What follows belongs to an exercise in optimizing a design on an open flow for small area and few clock cycles; a production flow would make more cautious choices.
In this exercise RTL edits were held to simulation tests only and were not proved equivalent to the original.
Power and IR drop assume default switching activity.

==> flow/design.v <==
module apb_slave (
    input               psel,
    input               pwrite,
    input  logic [31:0] paddr,
    output logic [31:0] prdata,
    output logic        pready,
    output logic        pslverr,
    output logic        wr_tx,
    output logic        wr_cfg,
    output logic        wr_ctrl,
    output logic [2:0]  rsel,
    input  logic [31:0] rdata
);
    logic       aligned;
    logic [2:0] a;
    assign aligned = ~|paddr[31:5] & ~|paddr[1:0];
    assign a       = paddr[4:2];
    logic wvalid, rvalid;
    assign wvalid = aligned & ~a[2] & (a[1] | ~a[0]);
    assign rvalid = aligned & (~a[2] | (a[1:0] == 2'b00));
    assign pready  = 1'b1;
    assign pslverr = pwrite ? ~wvalid : ~rvalid;
    assign wr_tx   = psel & pwrite & aligned & (a == 3'd0);
    assign wr_cfg  = psel & pwrite & aligned & (a == 3'd2);
    assign wr_ctrl = psel & pwrite & aligned & (a == 3'd3);
    assign rsel   = a;
    assign prdata = rdata;
endmodule
module register_block (
    input               clk,
    input               reset,
    input  logic [31:0] wdata,
    input  logic        wr_tx,
    input  logic        wr_cfg,
    input  logic        wr_ctrl,
    input  logic [2:0]  rsel,
    output logic [31:0] rdata,
    output logic [31:0] tx_data,
    output logic        ctrl_cpol,
    output logic        ctrl_cpha,
    output logic        ctrl_order,
    output logic [3:0]  ctrl_slave_en,
    output logic        ctrl_rd,
    output logic [1:0]  ctrl_scks,
    output logic        start_op,
    input  logic [31:0] rx_data,
    input               busy
);
    logic [9:0] cfg_data;
    logic       ctrl_data;
    assign ctrl_cpol     = cfg_data[0];
    assign ctrl_cpha     = cfg_data[1];
    assign ctrl_order    = cfg_data[2];
    assign ctrl_slave_en = cfg_data[6:3];
    assign ctrl_rd       = cfg_data[7];
    assign ctrl_scks     = cfg_data[9:8];
    assign start_op      = ctrl_data;
    always_ff @(posedge clk or negedge reset) begin
        if (!reset) begin
            tx_data   <= 32'd0;
            cfg_data  <= 10'd0;
            ctrl_data <= 1'b0;
        end else begin
            if (wr_tx)   tx_data   <= wdata;
            if (wr_cfg)  cfg_data  <= wdata[9:0];
            if (wr_ctrl) ctrl_data <= wdata[0];
        end
    end
    logic sel_tx, sel_rx, sel_cfg, sel_ctrl, sel_stt;
    assign sel_tx   = ~rsel[2] & ~rsel[1] & ~rsel[0];
    assign sel_rx   = ~rsel[1] &  rsel[0];
    assign sel_cfg  =  rsel[1] & ~rsel[0];
    assign sel_ctrl =  rsel[1] &  rsel[0];
    assign sel_stt  =  rsel[2];
    assign rdata = ({32{sel_tx}}   & tx_data)
                 | ({32{sel_rx}}   & rx_data)
                 | ({32{sel_cfg}}  & {22'd0, cfg_data})
                 | ({32{sel_ctrl}} & {31'd0, ctrl_data})
                 | ({32{sel_stt}}  & {31'd0, busy});
endmodule
module apb_register_top (
    input          clk,           
    input          rst,           
    input          psel,          
    input          penable,       
    input          pwrite,        
    input  logic [31:0] paddr,    
    input  logic [31:0] pwdata,   
    output logic [31:0] prdata,   
    output logic        pready,    
    output logic        pslverr,   
    output logic [31:0] tx_data,           
    output logic        ctrl_cpol,         
    output logic        ctrl_cpha,         
    output logic        ctrl_order,        
    output logic [3:0]  ctrl_slave_en,     
    output logic        ctrl_rd,           
    output logic [1:0]  ctrl_scks,         
    output logic        start_op,          
    input  logic [31:0] rx_data,           
    input  logic        busy               
);
    logic [31:0] rdata;
    logic [2:0]  rsel;
    logic        wr_tx, wr_cfg, wr_ctrl;
    apb_slave u_apb_slave (
        .psel, .pwrite, .paddr,
        .prdata, .pready, .pslverr,
        .wr_tx, .wr_cfg, .wr_ctrl, .rsel, .rdata
    );
    register_block u_register_block (
        .clk, .reset(rst), .wdata(pwdata),
        .wr_tx, .wr_cfg, .wr_ctrl, .rsel, .rdata,
        .tx_data, .ctrl_cpol, .ctrl_cpha, .ctrl_order,
        .ctrl_slave_en, .ctrl_rd, .ctrl_scks, .start_op,
        .rx_data, .busy
    );
endmodule
==> flow/flow/run.sh <==
#!/bin/bash
# Standard layout, with these changes:
#  - synthesis maps the combinational logic with an area-oriented ABC script
#    (flow/abc_map.script); everything else in synthesis is the standard flow's own script;
#  - the smallest buffer on every input and output port;
#  - clock tree built from small buffers, without dummy loads.
set -euo pipefail
cd "$(dirname "$0")/.."
export MY_ABC_SCRIPT="$PWD/flow/abc_map.script"
bash standard.sh "SYNTH_SCRIPT=$PWD/flow/synth.tcl" \
  "BUFFER_PORTS_ARGS=-buffer_cell sky130_fd_sc_hd__buf_1" \
  "CTS_ARGS=-sink_clustering_enable -repair_clock_nets -buf_list sky130_fd_sc_hd__clkbuf_4 -dont_use_dummy_load" \
  finish > make_finish.log 2>&1
==> flow/flow/abc_map.script <==
&get -n
&st
&dch
&nf -R 1000 -C 32 -F 10
&put
==> flow/flow/synth.tcl <==
proc synth {args} { yosys synth -nofsm -noshare {*}$args }
# Map the combinational logic with the flow's own ABC script replaced by
# abc_map.script, kept beside this file.
proc abc {args} {
  set i [lsearch -exact $args -script]
  if {$i >= 0 && [info exists ::env(MY_ABC_SCRIPT)]} {
    lset args [expr {$i + 1}] $::env(MY_ABC_SCRIPT)
  }
  yosys abc {*}$args
}
source $::env(SCRIPTS_DIR)/synth.tcl
# left out here: clear keep_hierarchy, flatten, clean up, hide names made inside functions, write 1_2_yosys.v
==> flow/standard.sh <==
#!/bin/bash
# synth_recipe.tcl (not shown) runs the flow's synth.tcl, then flattens the netlist and writes it again
# the make line also repeats each setting of config.mk as NAME=value (left out here)
make -C /OpenROAD-flow-scripts/flow DESIGN_CONFIG=/design/flow/config.mk WORK_HOME=/design/flow/orfs CLKGATE_MAP_FILE= SYNTH_SCRIPT=/design/flow/synth_recipe.tcl "${@:-finish}"
==> flow/config.mk <==
export PLATFORM = sky130hd
export DESIGN_NAME = apb_register_top
export DESIGN_NICKNAME = apb_register_top
export VERILOG_FILES = /design/flow/design.v
export SDC_FILE = /design/flow/constraint.sdc
export NUM_CORES = 4
export LEC_CHECK = 0
export CAP_MARGIN = 20
export CORE_MARGIN = 2
export CORE_UTILIZATION = 40
export GPL_TIMING_DRIVEN = 0
export PLACE_DENSITY = 0.6
export SLEW_MARGIN = 20
==> flow/constraint.sdc <==
create_clock -name core_clock -period 5.0 [get_ports {clk}]
set_input_delay 1.0000 -clock core_clock [delete_from_list [all_inputs] [get_ports {clk}]]
set_output_delay 1.0000 -clock core_clock [all_outputs]
set_load 0.01 [all_outputs]
==> impl_metrics.tcl, run 1 <==
set metrics [dict create \
    power_frac_seq 0.610 \
    drc_errors 0 \
    clock.fmax_mhz 284 \
    detail_route.wl_per_cell_microns 14.3 \
    grt_pass1_vias 1727 \
    htreeDepth 2 \
    finalSetupViolCount 0 \
    clkTransAtPathRegs_ps 120 \
    ir_worst_vdd_mv 0.117 \
    max_cap_violations 0 \
    grt-ovfl-total 0 \
    vias 2091 \
    fin_crit_ps 3520 \
    fin_area_sq_um 2930 \
    cts_buffers 5 \
    via_per_inst 5.13 \
    initial_utilization 0.422 \
    coreArea_sq_um 4820 \
    clock_latency_ps 310 \
    grt_max_degree 34 \
    ys_types 15 \
    status "finished clean" \
    cts_buffer_depth 2 \
    cts_tree "built" \
    port_buffers 176 \
    cts_post_setup_buffers_inserted 0 \
    finalCritPeriodShare 0.704 \
    drive_above_1_share 0.0528 \
    hold_path.class "input port to async pin" \
    dieArea_sq_um 5670 \
    place_congestion 0.808 \
    drtIter0Drc 61 \
    p_leak_nw 1.31 \
    cts_root_buf "clkbuf_4" \
    critPathKind "input port to primary output" \
    die_width_microns 75.3 \
    switchingPower_mw 0.139 \
    end_kind "primary output" \
    syn_to_final_growth_pct 44.1 \
    grt_setup_unrepaired "no" \
    postSynth.asyncResetShare 1.00 \
    slew_viol_final 0 \
    tightest_slew_ps 760 \
    synthCells 153 \
    clkPwrFrac 0.251 \
    wl_microns 5820 \
    synth_edf_count 0 \
    power_density_nw_per_um2 194 \
    fin_skew_ps 0 \
    drtPass1Iterations 5 \
    synth_top_area_frac 0.530 \
    required_ps 4000 \
    yosysTopAreaCell "dfrtp_1" \
    synth-seq-cells 43 \
    post-route-util 0.608 \
    p_int_mw 0.431 \
    cts_hold_buf 0 \
    ys_warn_count 1 \
    yosys-top-cells-area "dfrtp_1, mux2_1, a22o_1, a222oi_1, nor4_1" \
    switching_share 0.244 \
    critPathLaunchType "input port" \
    dp_hpwl_microns 4670 \
    synthTopCellsByCount "dfrtp_1, mux2_1, a22o_1, a222oi_1, clkinv_1" \
    fp.dieH_microns 75.3 \
    avgSynthCellArea_sq_um 13.3 \
    grt_pass1_wl_microns 8360 \
    maxSlewHeadroom 0.493 \
    clock-sinks 43 \
    hold_violations 0 \
    placed_cell_area_sq_um 2890 \
    antenna_found_initial 0 \
    synth_seq_area_share 0.530 \
    worst-path-max-fanout 33 \
    globalRouteTotalUtil 0.197 \
    diodes 0 \
    netlist_area_sq_um 2030 \
    r2r_cells 1 \
    ant_nets 0 \
    cts-resized-gates 0 \
    comb_power_share 0.138 \
    nets 445 \
    cp.arrival_ps 2520 \
    io_pins 179 \
    num_rows 25 \
    synth_ff_type "dfrtp_1" \
]
==> registers in the layout, indices dropped and copies added (netlist names) <==
signal                      flops
u_register_block.tx_data       32
u_register_block.cfg_data      10
u_register_block.ctrl_data      1
==> metrics by stage <==
stage | hold WS [ps] | power [mW] | TNS [ps] | cells | worst slack (ps)
after global placement | 493 | 0.429 | -20810 | 396 | -502
after global routing | 505 | 0.605 | 0 | 408 | 1330
after CTS | 505 | 0.580 | 0 | 408 | 1430
after detailed placement | 501 | 0.434 | 0 | 403 | 1440
final | 520 | 0.569 | 0 | 408 | 1480
after floorplan | 549 | 0.382 | 0 | 153 | 838
==> cells in the final DEF (no fill, tap or decap), types with 2 or more instances in the layout <==
cell      count
a222oi_1     10
a22o_1       22
buf_1       175
buf_4         4
buf_6         2
clkbuf_4      5
clkinv_1      9
dfrtp_1      43
mux2_1       43
nand2_1       2
nand3_1       5
nor3_1        2
nor4_1        7
o21ai_0       2
==> power by group through the flow <==
| stage | registers (mW) | clock network (mW) | logic [mW] |
|---|---|---|---|
| finish | 0.348 | 0.143 | 0.0789 |
| global route | 0.348 | 0.169 | 0.0886 |
| CTS | 0.348 | 0.152 | 0.0802 |
| detailed placement | 0.354 | 0 | 0.0797 |
| global placement | 0.354 | 0 | 0.0744 |
| floorplan | 0.354 | 0 | 0.0272 |
==> logic make-up (layout without fill, tap and decap cells) <==
| logic type | after synthesis | count (layout) | synth area share |
|---|---|---|---|
| flip-flops | 43 | 43 | 0.530 |
| multiplexers | 43 | 43 | 0.238 |
| buffers and inverters | 10 | 198 | 0.0203 |
| AO/OA/AOI/OAI | 34 | 34 | 0.149 |
| other | 1 | 1 | 0.00185 |
| AND/OR/NAND/NOR | 22 | 22 | 0.0610 |
==> routing by layer <==
metal	up-vias	track usage	wire length (microns)	part of all wire
met2	111	0.318	2660	0.46
met1	987	0.253	2520	0.43
li1	988	-	-	-
met3	5	0.0643	589	0.10
met5	-	0	0	0
met4	0	0.0585	52	0.0089
==> path summary, 6_finish.rpt <==
check                                                    startpoint                                  endpoint  slack, ps
setup / recovery                                           paddr[2]                                 prdata[0]       1480
hold / removal                                                  rst   u_register_block.tx_data[6]$_DFFE_PN0P_        520
setup reg to reg           u_register_block.tx_data[28]$_DFFE_PN0P_  u_register_block.tx_data[28]$_DFFE_PN0P_       4180
hold reg to reg            u_register_block.tx_data[23]$_DFFE_PN0P_  u_register_block.tx_data[23]$_DFFE_PN0P_        520
max in group asynchronous                                       rst  u_register_block.tx_data[23]$_DFFE_PN0P_       3990
min in group core_clock    u_register_block.tx_data[23]$_DFFE_PN0P_  u_register_block.tx_data[23]$_DFFE_PN0P_        520
==> area by class of cell <==
cell class | count | area [sq um]
inverters | 9 | 33.8
clock buffers | 5 | 37.5
repair buffers | 183 | 742
multi-input cells | 100 | 947
well taps | 67 | 83.8
plain buffers | 1 | 7.51
fillers | 455 | 1890
flip-flops and latches | 43 | 1080
==> worst max-delay path, cell delays in order <==
cell and delay [ps]:
buf_1 280, nor2b_4 710, a222oi_1 240, nand3_1 140
buf_1 150
Testbench counts, summed over its fixed seeds: cycles 48,000.
==> inputs of run 2 (changes only) <==
--- a/flow/config.mk
+++ b/flow/config.mk
@@ -10,3 +10,2 @@
 export CORE_UTILIZATION = 40
-export GPL_TIMING_DRIVEN = 0
 export PLACE_DENSITY = 0.6
==> impl_metrics.tcl, run 2 <==
set metrics [dict create \
    hold_path.class "flip-flop to flip-flop" \
    final_cells 404 \
    cts_hold_buf 0 \
    grt_pass1_wl_microns 8230 \
    largestRegisters "u_register_block.tx_data x32, u_register_block.cfg_data x10, u_register_block.ctrl_data x1" \
    largest_reg_flops 32 \
    dr_wl_met3_microns 644 \
    timing.final.ws_setup_ps 1340 \
    cts_tree "built" \
    synth_top_area_frac 0.530 \
    drive_above_1_share 0.0415 \
    clock-sinks 43 \
    cp.arrival_ps 2660 \
    switchingPower_mw 0.138 \
    critPathKind "input port to primary output" \
    dieArea_sq_um 5670 \
    power_frac_seq 0.614 \
    tightest_slew_ps 937 \
    clock.fmax_mhz 273 \
    finalCritPeriodShare 0.732 \
    netlist_area_sq_um 2030 \
    maxSlewHeadroom 0.375 \
    grt_setup_unrepaired "no" \
    vias 2044 \
    ys_warn_count 1 \
    cts_root_buf "clkbuf_4" \
    p_int_mw 0.429 \
    diodes 0 \
    yosysTopAreaCell "dfrtp_1" \
    status "finished clean" \
    nets 441 \
    fin_skew_ps 0 \
    synthCells 153 \
    worst-path-max-fanout 20 \
    initial_utilization 0.422 \
    synth_edf_count 0 \
    dp_cells 399 \
    synthTopCellsByCount "dfrtp_1, mux2_1, a22o_1, a222oi_1, clkinv_1" \
    highest_layer "met4" \
    hold_violations 0 \
    slew_viol_final 0 \
    clock_latency_ps 320 \
    wl_met1_microns 2380 \
    drtPass1Iterations 4 \
    mostFrequentLayoutCell "buf_1" \
    max_cap_violations 0 \
    globalRouteTotalUtil 0.194 \
    largest_register "u_register_block.tx_data" \
    clkTransAtPathRegs_ps 90 \
    htreeDepth 2 \
    finalSetupViolCount 0 \
    wl_microns 5740 \
    synth_seq_area_share 0.530 \
    synth_ff_type "dfrtp_1" \
    syn_to_final_growth_pct 41.0 \
    cts_post_setup_buffers_inserted 0 \
    place_congestion 0.791 \
    required_ps 4000 \
    postSynth.asyncResetShare 1.00 \
    detail_route.wl_per_cell_microns 14.2 \
    grt-ovfl-total 0 \
    drc_errors 0 \
    switching_share 0.243 \
    yosys-top-cells-area "dfrtp_1, mux2_1, a22o_1, a222oi_1, nor4_1" \
    io_pins 179 \
    drtIter0Drc 65 \
    whs_ps 519 \
    power_density_nw_per_um2 198 \
    final_cell_mix "buf_1, mux2_1, dfrtp_1" \
    coreArea_sq_um 4820 \
    clkPwrFrac 0.251 \
    critPathLaunchType "input port" \
    ant_nets 0 \
    post-route-util 0.595 \
    fp.dieH_microns 75.3 \
    grt_max_degree 44 \
    cts-resized-gates 0 \
    ys_types 15 \
    ir_worst_vdd_mv 0.106 \
    synth-seq-cells 43 \
    setup-tns-final_ps 0 \
    comb_power_share 0.135 \
    num_rows 25 \
    via_per_inst 5.06 \
    cts_buffers 5 \
    port_buffers 176 \
    dp_hpwl_microns 4370 \
    die_width_microns 75.3 \
    post-place-ws_ps 1340 \
    p_leak_nw 1.28 \
    fin_crit_ps 3660 \
    avgSynthCellArea_sq_um 13.3 \
    antenna_found_initial 0 \
    grt_pass1_vias 1744 \
    met2_length_microns 2680 \
    cts_buffer_depth 2 \
    end_kind "primary output" \
]
[run 2: cell counts after synthesis]
No cell type changed its count.
[run 2: per-layer routing]
metal / up-vias / GRT usage
met5: - / 0
met4: 0 / 0.0409
met3: 5 / 0.0803
met2: 113 / 0.312
met1: 946 / 0.247
li1: 980 / -
[run 2: critical path, stage by stage]
cell,delay (ps)
buf_1,310
nor2b_2,610
buf_4,360
a222oi_1,150
clkinv_1,80
buf_1,150
[run 2: worst paths after layout]
kind,start,endpoint,slack (ps),cells past startpoint
setup / recovery,paddr[2],prdata[1],1340,6
hold / removal,u_register_block.tx_data[23]$_DFFE_PN0P_,u_register_block.tx_data[23]$_DFFE_PN0P_,520,1
setup reg to reg,u_register_block.tx_data[13]$_DFFE_PN0P_,u_register_block.tx_data[13]$_DFFE_PN0P_,4180,1
hold reg to reg,u_register_block.tx_data[23]$_DFFE_PN0P_,u_register_block.tx_data[23]$_DFFE_PN0P_,520,1
max in group asynchronous,rst,u_register_block.cfg_data[1]$_DFFE_PN0P_,3610,1
min in group asynchronous,rst,u_register_block.tx_data[28]$_DFFE_PN0P_,790,1
[run 2: area by class of cell]
cell class / count / area, sq um
clock buffers: 5 / 37.5
inverters: 9 / 33.8
well taps: 67 / 83.8
repair buffers: 180 / 692
multi-input cells: 100 / 942
flip-flops and latches: 43 / 1080
fillers: 457 / 1950
[run 2: stage by stage]
stage / area (sq um) / power (mW)
floorplan: 2040 / 0.382
global placement: 2830 / 0.431
detailed placement: 2830 / 0.432
CTS: 2870 / 0.576
global route: 2870 / 0.602
finish: 2870 / 0.566
[run 2: logic make-up after synthesis]
| logic type | Yosys count | synth area share |
|---|---|---|
| buf+inv | 10 | 0.0203 |
| simple gates | 22 | 0.0610 |
| other cells | 1 | 0.00185 |
| flops | 43 | 0.530 |
| compound gates | 34 | 0.149 |
| mux | 43 | 0.238 |
[run 2: power groups by stage]
stage	clock [mW]	combinational, mW	sequential (mW)
after floorplan	0	0.0272	0.354
after CTS	0.151	0.0778	0.348
after detailed placement	0	0.0774	0.354
after global routing	0.167	0.0864	0.348
after global placement	0	0.0763	0.354
final	0.142	0.0767	0.348
==> inputs of run 3 (changes only) <==
--- a/flow/flow/run.sh
+++ b/flow/flow/run.sh
@@ -5,3 +5,4 @@
 #  - the smallest buffer on every input and output port;
-#  - clock tree built from small buffers, without dummy loads.
+#  - clock tree built from small buffers, without dummy loads;
+#  - no timing repair before placement, where it only sees wire-load estimates.
 set -euo pipefail
@@ -12,2 +13,3 @@
   "CTS_ARGS=-sink_clustering_enable -repair_clock_nets -buf_list sky130_fd_sc_hd__clkbuf_4 -dont_use_dummy_load" \
+  REMOVE_ABC_BUFFERS=1 \
   finish > make_finish.log 2>&1
==> impl_metrics.tcl, run 3 <==
set metrics [dict create \
    status "finished clean" \
    setup-tns-final_ps 0 \
    vias 2084 \
    hold_violations 0 \
    register_area_sq_um 1080 \
    whs_ps 525 \
    wl_microns 6030 \
    worst-path-max-fanout 24 \
    ys_types 15 \
    largestRegisters "u_register_block.tx_data x32, u_register_block.cfg_data x10, u_register_block.ctrl_data x1" \
    finalCritPeriodShare 0.761 \
    maxSlewHeadroom 0.292 \
    final_cells 404 \
    drive_above_1_share 0.0415 \
    dr_wl_met3_microns 543 \
    dieArea_sq_um 5670 \
    grt-ovfl-total 0 \
    place_congestion 0.750 \
    ir_worst_vdd_mv 0.112 \
    clkPwrFrac 0.257 \
    tightest_slew_ps 1060 \
    n_fill_cell 445 \
    synth_ff_type "dfrtp_1" \
    dp_hpwl_microns 4560 \
    fp.dieH_microns 75.3 \
    clkTransAtPathRegs_ps 100 \
    yosys-top-cells-area "dfrtp_1, mux2_1, a22o_1, a222oi_1, nor4_1" \
    cts_buffers 5 \
    ys_warn_count 1 \
    synth-seq-cells 43 \
    yosysTopAreaCell "dfrtp_1" \
    io_pins 179 \
    synth_top_area_frac 0.530 \
    finalSetupViolCount 0 \
    htreeDepth 2 \
    num_rows 25 \
    synthTopCellsByCount "dfrtp_1, mux2_1, a22o_1, a222oi_1, clkinv_1" \
    cts_tree "built" \
    dp_cells 399 \
    globalRouteTotalUtil 0.201 \
    clock-sinks 43 \
    postSynth.asyncResetShare 1.00 \
    nets 441 \
    syn_to_final_growth_pct 40.6 \
    largest_register "u_register_block.tx_data" \
    detail_route.wl_per_cell_microns 14.9 \
    p_leak_nw 1.27 \
    cts_hold_buf 0 \
    final_cell_mix "buf_1, mux2_1, dfrtp_1" \
    port_buffers 176 \
    wl_met1_microns 2370 \
    largest_reg_flops 32 \
    drtPass1Iterations 6 \
    power_density_nw_per_um2 200 \
    multi_input_area_sq_um 933 \
    avgSynthCellArea_sq_um 13.3 \
    ant_nets 0 \
    cts_buffer_depth 2 \
    comb_power_share 0.135 \
    drtIter0Drc 87 \
    max_cap_violations 0 \
    clock.fmax_mhz 263 \
    initial_utilization 0.422 \
    highest_layer "met4" \
    hold_path.class "flip-flop to flip-flop" \
    cp.arrival_ps 2800 \
    post-route-util 0.593 \
    fin_area_sq_um 2860 \
    slew_viol_final 0 \
    netlist_area_sq_um 2030 \
    end_kind "primary output" \
    cts_root_buf "clkbuf_4" \
    power_mw 0.571 \
    critPathKind "input port to primary output" \
    coreArea_sq_um 4820 \
    antenna_found_initial 0 \
    drc_errors 0 \
    critPathLaunchType "input port" \
    synthCells 153 \
    cts_post_setup_buffers_inserted 0 \
    grt_max_degree 44 \
    switching_share 0.251 \
    grt_pass1_wl_microns 8450 \
    fin_crit_ps 3800 \
    placed_cell_area_sq_um 2820 \
    cts-resized-gates 0 \
    switchingPower_mw 0.143 \
    grt_setup_unrepaired "no" \
    synth_edf_count 0 \
    diodes 0 \
    power_frac_seq 0.608 \
    met2_length_microns 3020 \
    fin_skew_ps 0 \
    timing.final.ws_setup_ps 1200 \
    grt_pass1_vias 1797 \
    required_ps 4000 \
    die_width_microns 75.3 \
    post-place-ws_ps 1180 \
    p_int_mw 0.428 \
    synth_seq_area_share 0.530 \
    clock_latency_ps 330 \
    via_per_inst 5.16 \
    mostFrequentLayoutCell "buf_1" \
]
-- run 3: power groups by stage --
stage	registers, mW	clock network (mW)	logic (mW)
final	0.348	0.147	0.0772
after detailed placement	0.354	0	0.0781
after CTS	0.348	0.156	0.0784
after global routing	0.348	0.169	0.0874
after floorplan	0.354	0	0.0266
after global placement	0.354	0	0.0768
-- run 3: routing by layer --
layer	global-route usage	vias up
met1	0.235	972
li1	-	985
met4	0.0877	0
met5	0	-
met3	0.0509	9
met2	0.349	118
-- run 3: area by class of cell --
class | instances | area share
Sequential cell | 43 | 0.377
Clock buffer | 5 | 0.0131
Timing Repair Buffer | 180 | 0.242
Tap cell | 67 | 0.0293
Multi-Input combinational cell | 100 | 0.327
Inverter | 9 | 0.0118
-- run 3: logic make-up (layout without fill, tap and decap cells) --
logic type             Yosys count  count (layout)  synth area share
AND/OR/NAND/NOR                 22              22            0.0610
AO/OA/AOI/OAI                   34              34             0.149
buffers and inverters           10             194            0.0203
flip-flops                      43              43             0.530
other                            1               1           0.00185
multiplexers                    43              43             0.238
-- run 3: worst paths after layout --
path,startpoint,end,depth (start not counted),slack [ps]
max reg2reg,u_register_block.cfg_data[4]$_DFFE_PN0P_,u_register_block.cfg_data[4]$_DFFE_PN0P_,1,4180
min in group asynchronous,rst,u_register_block.tx_data[25]$_DFFE_PN0P_,1,780
min reg2reg,u_register_block.cfg_data[1]$_DFFE_PN0P_,u_register_block.cfg_data[1]$_DFFE_PN0P_,1,520
max in group asynchronous,rst,u_register_block.tx_data[0]$_DFFE_PN0P_,1,3600
max,paddr[2],prdata[31],5,1200
min,u_register_block.cfg_data[1]$_DFFE_PN0P_,u_register_block.cfg_data[1]$_DFFE_PN0P_,1,520
-- run 3: critical path, cell delays in order --
cell and delay, ps:
buf_1 240, nor2b_2 910, buf_4 330, a22o_1 150, buf_1 160

## separate check: timing with driven ports
In the flow no input, the clock included, has a driving cell. The finished layouts below were timed again as built, in two steps. Step 1, drivers: a clkbuf_16 drives clk and a buf_2 each remaining input, both assumed. Step 2, shift: input delay + t, output delay - t, t = (earliest + latest rising clock arrival at the registers) / 2. This alone moves slack from input paths to output paths. Three values: no drivers, after step 1, after step 2; two values: the first two.
run | t (ns) | setup WS [ns] | worst setup path after step 2 | pins driven straight from the clock port
run 1 | 0.350 | 1.478 / 1.453 / 1.453 | input to output | 1
run 2 | 0.355 | 1.338 / 1.313 / 1.313 | input to output | 1
run 3 | 0.367 | 1.196 / 1.167 / 1.167 | input to output | 1
After both steps setup and hold are still met in every run listed. For run 3, which loses most, drivers alone change the setup slack by -0.029 ns; drivers and shift together by -0.029 ns.
